Source: an optimization exercise on an open RTL-to-GDS flow (aim: small area and a short achievable clock period). Production flows keep margins and buffers that such runs may drop. In this exercise RTL edits were held to simulation tests only and were not proved equivalent to the original. The clock input has no modelled driver; a real chip could not lean on it and would need a root buffer or a full tree. Power figures rest on the tool's default switching activity, not on a simulated workload.

== job 6132 ==
==> flow/design.v (excerpt) <==
module fifo #(
    parameter WIDTH = 32,
    parameter DEPTH = 16
)
(
    input  logic             clk_i,
    input  logic             rst_n_i,
    input  logic [WIDTH-1:0] wdata_i,
    input  logic             wr_en_i,
    output logic             full_o,
    output logic [WIDTH-1:0] rdata_o,
    input  logic             rd_en_i,
    output logic             empty_o
);
    logic [DEPTH-1:0] woh;           
    logic [DEPTH-1:0] roh;           
    logic             full_r;        
    logic             nempty_r;      
    logic             one_r;         
    logic             fifteen_r;     
    logic             full_q;        
    logic             nempty_q;      
    logic [WIDTH-1:0] mem [0:DEPTH-1];
    wire wr_acc  = wr_en_i & ~full_r;
    wire rd_acc  = rd_en_i & nempty_r;
    wire wr_only = wr_acc & ~rd_acc;
    wire rd_only = rd_acc & ~wr_acc;
    wire two      = |(woh & {roh[DEPTH-3:0], roh[DEPTH-1:DEPTH-2]});
    wire fourteen = |(roh & {woh[DEPTH-3:0], woh[DEPTH-1:DEPTH-2]});
    genvar i;
    generate
        for (i = 0; i < DEPTH; i = i + 1) begin : g_mem
            always_ff @(posedge clk_i) begin
                if (woh[i])
                    mem[i] <= wdata_i;
            end
        end
    endgenerate
    logic [WIDTH-1:0] rsel;
    always_comb begin
        rsel = '0;
        for (int k = 0; k < DEPTH; k = k + 1)
            rsel = rsel | (mem[k] & {WIDTH{roh[k]}});
    end
    always_ff @(posedge clk_i) begin
        if (rd_acc)
            rdata_o <= rsel;
    end
    always_ff @(posedge clk_i or negedge rst_n_i) begin
        if (!rst_n_i) begin
            woh <= {{(DEPTH-1){1'b0}}, 1'b1};
        end else if (full_r) begin
            if (rd_acc)
                woh <= roh;
        end else if (wr_acc) begin
            if (wr_only && fifteen_r)
                woh <= '0;
            else
                woh <= {woh[DEPTH-2:0], woh[DEPTH-1]};
        end
    end
    always_ff @(posedge clk_i or negedge rst_n_i) begin
        if (!rst_n_i)
            roh <= {{(DEPTH-1){1'b0}}, 1'b1};
        else if (rd_acc)
            roh <= {roh[DEPTH-2:0], roh[DEPTH-1]};
    end
    always_ff @(posedge clk_i or negedge rst_n_i) begin
        if (!rst_n_i) begin
            full_r    <= 1'b0;
            nempty_r  <= 1'b0;
            one_r     <= 1'b0;
  ...
For scale: roughly 21000 sq um of cells after synthesis.
Settings: LEC_CHECK=0, CAP_MARGIN=20, CORE_MARGIN=2, CORE_UTILIZATION=55, SETUP_SLACK_MARGIN=1.55, SLEW_MARGIN=20; clock period 3.2 ns.
standard.sh (not shown) runs the stock make flow with config.mk's settings and CLKGATE_MAP_FILE= SYNTH_SCRIPT=/design/flow/synth_recipe.tcl, a recipe that flattens the netlist after the stock synthesis.
==> flow/flow/run.sh <==
#!/bin/bash
# The standard layout (standard.sh) with these changes:
# - the ports get buf_2 buffers, which the resizer may then size freely
#   (MATCH_CELL_FOOTPRINT 0), instead of delay cells it may not swap;
# - timing-driven global placement weights more nets, and more strongly;
# - clock tree: sink clusters of at most 20 flip-flops within 60 um, and no
#   dummy loads;
# - after CTS the root buffer of the clock tree is removed, so the clock port
#   drives the two buffers below it directly (post_cts.tcl).
# make's output goes to make.log here; each step's log is under orfs/logs/.
set -euo pipefail
here=$(pwd)
bash standard.sh \
  "BUFFER_PORTS_ARGS=-buffer_cell sky130_fd_sc_hd__buf_2" \
  MATCH_CELL_FOOTPRINT=0 \
  "GLOBAL_PLACEMENT_ARGS=-timing_driven_net_weight_max 10 -timing_driven_nets_percentage 30" \
  "CTS_ARGS=-sink_clustering_enable -repair_clock_nets -dont_use_dummy_load -sink_clustering_size 20 -sink_clustering_max_diameter 60" \
  "POST_CTS_TCL=$here/flow/post_cts.tcl" \
  finish > "$here/make.log" 2>&1
==> flow/flow/post_cts.tcl <==
# Remove the root buffer of the clock tree: the clock port then drives the
# few buffers below it directly.
set block [ord::get_db_block]
set port_net [[$block findBTerm clk_i] getNet]
set roots {}
foreach it [$port_net getITerms] { lappend roots [$it getInst] }
puts "clock port drives [llength $roots] cells"
if {[llength $roots] == 1} {
  set root [lindex $roots 0]
  set master [[$root getMaster] getName]
  if {[string match "sky130_fd_sc_hd__clkbuf*" $master]} {
    set out_net ""
    foreach it [$root getITerms] {
      if {[$it isOutputSignal]} { set out_net [$it getNet] }
    }
    set loads {}
    foreach it [$out_net getITerms] {
      if {[$it getInst] ne $root} { lappend loads $it }
    }
    puts "root $master [$root getName] drives [llength $loads] cells"
    if {[llength $loads] <= 4} {
      foreach it $loads { $it disconnect }
      foreach it [$root getITerms] { if {[$it getNet] ne "NULL"} { $it disconnect } }
      odb::dbInst_destroy $root
      odb::dbNet_destroy $out_net
      foreach it $loads { $it connect $port_net }
      puts "removed the root clock buffer"
    }
  }
}
estimate_parasitics -placement
report_clock_latency -include_internal_latency 
What job 5330 does differently from job 6132 at the input level:
==> flow/flow/run.sh <==
#!/bin/bash
# The standard layout (standard.sh) with these changes:
# - the ports get buf_2 buffers, which the resizer may then size freely
#   (MATCH_CELL_FOOTPRINT 0), instead of delay cells it may not swap;
# - clock tree: larger sink clusters and no dummy loads;
# - after CTS the root buffer of the clock tree is removed, so the clock port
#   drives the two buffers below it directly (post_cts.tcl).
# make's output goes to make.log here; each step's log is under orfs/logs/.
set -euo pipefail
here=$(pwd)
bash standard.sh \
  "BUFFER_PORTS_ARGS=-buffer_cell sky130_fd_sc_hd__buf_2" \
  MATCH_CELL_FOOTPRINT=0 \
  "CTS_ARGS=-sink_clustering_enable -repair_clock_nets -dont_use_dummy_load -sink_clustering_size 20 -sink_clustering_max_diameter 60" \
  "POST_CTS_TCL=$here/flow/post_cts.tcl" \
  finish > "$here/make.log" 2>&1
diff --git a/flow/config.mk b/flow/config.mk
--- a/flow/config.mk
+++ b/flow/config.mk
@@ -8,5 +8,5 @@
 export CAP_MARGIN = 20
 export CORE_MARGIN = 2
-export CORE_UTILIZATION = 55
-export SETUP_SLACK_MARGIN = 1.55
+export CORE_UTILIZATION = 70
+export SETUP_SLACK_MARGIN = 1.5
 export SLEW_MARGIN = 20
--- outcome ---
Looking at number of clock-tree buffers in the layout, job 5330 sits 2 below job 6132.
Against job 6132, power attributed to combinational cells in job 5330 fell by more than 10%.
Critical path data required time came out lower on job 5330 than on job 6132.
Against job 6132, power after layout in job 5330 came out better.
Job 5330 leaves less setup margin than job 6132.
In job 5330 the number of non-clock buffers turned out 15% lower than in job 6132.
Looking at row count across job 5330 and job 6132, the one that comes out lower is job 5330.
Fraction of final layout cells sized beyond drive strength 1 sits lower in job 5330 than in job 6132.
For job 1624, these inputs were changed with respect to job 5330:
diff --git a/flow/flow/run.sh b/flow/flow/run.sh
--- a/flow/flow/run.sh
+++ b/flow/flow/run.sh
@@ -3,5 +3,7 @@
 # - the ports get buf_2 buffers, which the resizer may then size freely
 #   (MATCH_CELL_FOOTPRINT 0), instead of delay cells it may not swap;
-# - clock tree: larger sink clusters and no dummy loads;
+# - timing-driven global placement weights more nets, and more strongly;
+# - clock tree: sink clusters of at most 20 flip-flops within 60 um, and no
+#   dummy loads;
 # - after CTS the root buffer of the clock tree is removed, so the clock port
 #   drives the two buffers below it directly (post_cts.tcl).
@@ -12,4 +14,5 @@
   "BUFFER_PORTS_ARGS=-buffer_cell sky130_fd_sc_hd__buf_2" \
   MATCH_CELL_FOOTPRINT=0 \
+  "GLOBAL_PLACEMENT_ARGS=-timing_driven_net_weight_max 10 -timing_driven_nets_percentage 30" \
   "CTS_ARGS=-sink_clustering_enable -repair_clock_nets -dont_use_dummy_load -sink_clustering_size 20 -sink_clustering_max_diameter 60" \
   "POST_CTS_TCL=$here/flow/post_cts.tcl" \
diff --git a/flow/config.mk b/flow/config.mk
--- a/flow/config.mk
+++ b/flow/config.mk
@@ -8,5 +8,5 @@
 export CAP_MARGIN = 20
 export CORE_MARGIN = 2
-export CORE_UTILIZATION = 70
+export CORE_UTILIZATION = 55
 export SETUP_SLACK_MARGIN = 1.5
 export SLEW_MARGIN = 20
### Flow results
Job 1624 went all the way through the flow, and no timing, DRC or antenna check failed.
Job 1624 vs job 5330: number of cells traversed by the worst register-to-register path down in job 1624
The number of placement rows of job 1624 is higher than that of job 5330.
Switching part of the total of job 1624 is on par with job 5330.
In the metrics for job 5330 and job 1624, the one carrying the higher sequential share of layout area is job 5330.
Inputs modified between job 1624 and job 9445:
==> flow/flow/run.sh <==
#!/bin/bash
# The standard layout (standard.sh) with these changes:
# - the ports get buf_2 buffers, which the resizer may then size freely
#   (MATCH_CELL_FOOTPRINT 0), instead of delay cells it may not swap;
# - after global placement each output port's buffer is moved next to the
#   cell that drives it (post_gpl.tcl), so the buffer drives the wire to the
#   pin; detailed placement then legalizes it;
# - clock tree: sink clusters of at most 20 flip-flops within 60 um, and no
#   dummy loads;
# - after CTS the root buffer of the clock tree is removed, so the clock port
#   drives the few buffers below it directly (post_cts.tcl).
# make's output goes to make.log here; each step's log is under orfs/logs/.
set -euo pipefail
here=$(pwd)
bash standard.sh \
  "BUFFER_PORTS_ARGS=-buffer_cell sky130_fd_sc_hd__buf_2" \
  MATCH_CELL_FOOTPRINT=0 \
  "POST_GLOBAL_PLACE_TCL=$here/flow/post_gpl.tcl" \
  "CTS_ARGS=-sink_clustering_enable -repair_clock_nets -dont_use_dummy_load -sink_clustering_size 20 -sink_clustering_max_diameter 60" \
  "POST_CTS_TCL=$here/flow/post_cts.tcl" \
  finish > "$here/make.log" 2>&1
==> flow/flow/post_gpl.tcl (new file) <==
# Move each output port's buffer next to the cell that drives it, so that the
# buffer, not the weak register output, drives the wire to the pin. Detailed
# placement legalizes the moved buffers later.
set block [ord::get_db_block]
set moved 0
foreach bt [$block getBTerms] {
  if {[$bt getIoType] ne "OUTPUT"} continue
  set net [$bt getNet]
  if {$net eq "NULL"} continue
  set buf ""
  foreach it [$net getITerms] {
    if {[$it isOutputSignal]} { set buf [$it getInst] }
  }
  if {$buf eq ""} continue
  set src ""
  foreach it [$buf getITerms] {
    if {[$it isInputSignal] && [$it getNet] ne "NULL"} {
      foreach d [[$it getNet] getITerms] {
        if {[$d isOutputSignal]} { set src [$d getInst] }
      }
    }
  }
  if {$src eq ""} continue
  set loc [$src getLocation]
  $buf setLocation [lindex $loc 0] [lindex $loc 1]
  incr moved
}
puts "moved $moved output buffers next to their drivers"
### Flow results
Critical path depth: job 9445 vs job 1624 up 3. Job 9445 vs job 1624: total of clock buffers placed in the layout down by a few percent. Between job 1624 and job 9445, the total power is higher for job 1624.
Edits applied to the flow inputs when going from job 9445 to job 6675:
==> flow/flow/run.sh <==
#!/bin/bash
# The standard layout (standard.sh) with these changes:
# - the ports get buf_2 buffers, which the resizer may then size freely
#   (MATCH_CELL_FOOTPRINT 0), instead of delay cells it may not swap;
# - clock tree: larger sink clusters and no dummy loads;
# - after CTS the root buffer of the clock tree is removed, so the clock port
#   drives the two buffers below it directly (post_cts.tcl).
# make's output goes to make.log here; each step's log is under orfs/logs/.
set -euo pipefail
here=$(pwd)
bash standard.sh \
  "BUFFER_PORTS_ARGS=-buffer_cell sky130_fd_sc_hd__buf_2" \
  MATCH_CELL_FOOTPRINT=0 \
  "CTS_ARGS=-sink_clustering_enable -repair_clock_nets -dont_use_dummy_load -sink_clustering_size 20 -sink_clustering_max_diameter 60" \
  "POST_CTS_TCL=$here/flow/post_cts.tcl" \
  finish > "$here/make.log" 2>&1
diff --git a/flow/config.mk b/flow/config.mk
--- a/flow/config.mk
+++ b/flow/config.mk
@@ -8,5 +8,5 @@
 export CAP_MARGIN = 20
 export CORE_MARGIN = 2
-export CORE_UTILIZATION = 55
-export SETUP_SLACK_MARGIN = 1.5
+export CORE_UTILIZATION = 50
+export SETUP_SLACK_MARGIN = 1.45
 export SLEW_MARGIN = 20
removed: flow/flow/post_gpl.tcl
==> comparison <==
Delta (job 6675 minus job 9445): met1 demand-to-capacity share in global routing went down by 5.4 points, row count went up by 4, width of the die went up by about 5%, final standard cell area without fillers went down by 170 sq um.
Routed length on met1 (job 6675 over job 9445): decrease, 1.6%

[what the ideal ports hide]
In the flow no input, the clock included, has a driving cell. The finished layouts below were timed again as built, in two steps.
Step 1: set_driving_cell puts a clkbuf_16 on clk_i and a buf_2 on each other input, an assumption about the parent block.
Step 2, shift: input delay + t, output delay - t, t = (earliest + latest rising clock arrival at the registers) / 2. This alone moves slack from input paths to output paths.
Slacks: ideal ports / drivers / drivers and shift; pairs: ideal ports / drivers.
run | t (ns) | slack for setup (ns) | latest minus earliest clock arrival (ns) | worst slew at a driven data input, ns
job 6132 | 0.482 | 1.497 / 1.424 / 1.302 | 0.034 / 0.034 | 0.08
job 5330 | 0.457 | 1.431 / 1.431 / 1.290 | 0.038 / 0.038 | 0.07
job 1624 | 0.483 | 1.471 / 1.407 / 1.305 | 0.043 / 0.043 | 0.06
job 9445 | 0.471 | 1.514 / 1.478 / 1.281 | 0.043 / 0.044 | 0.06
job 6675 | 0.488 | 1.479 / 1.370 / 1.239 | 0.043 / 0.043 | 0.08
After both steps setup and hold are still met in every run listed. The setup slack of job 6675, which loses most, moves by -0.109 ns with the drivers and by -0.240 ns with both steps.
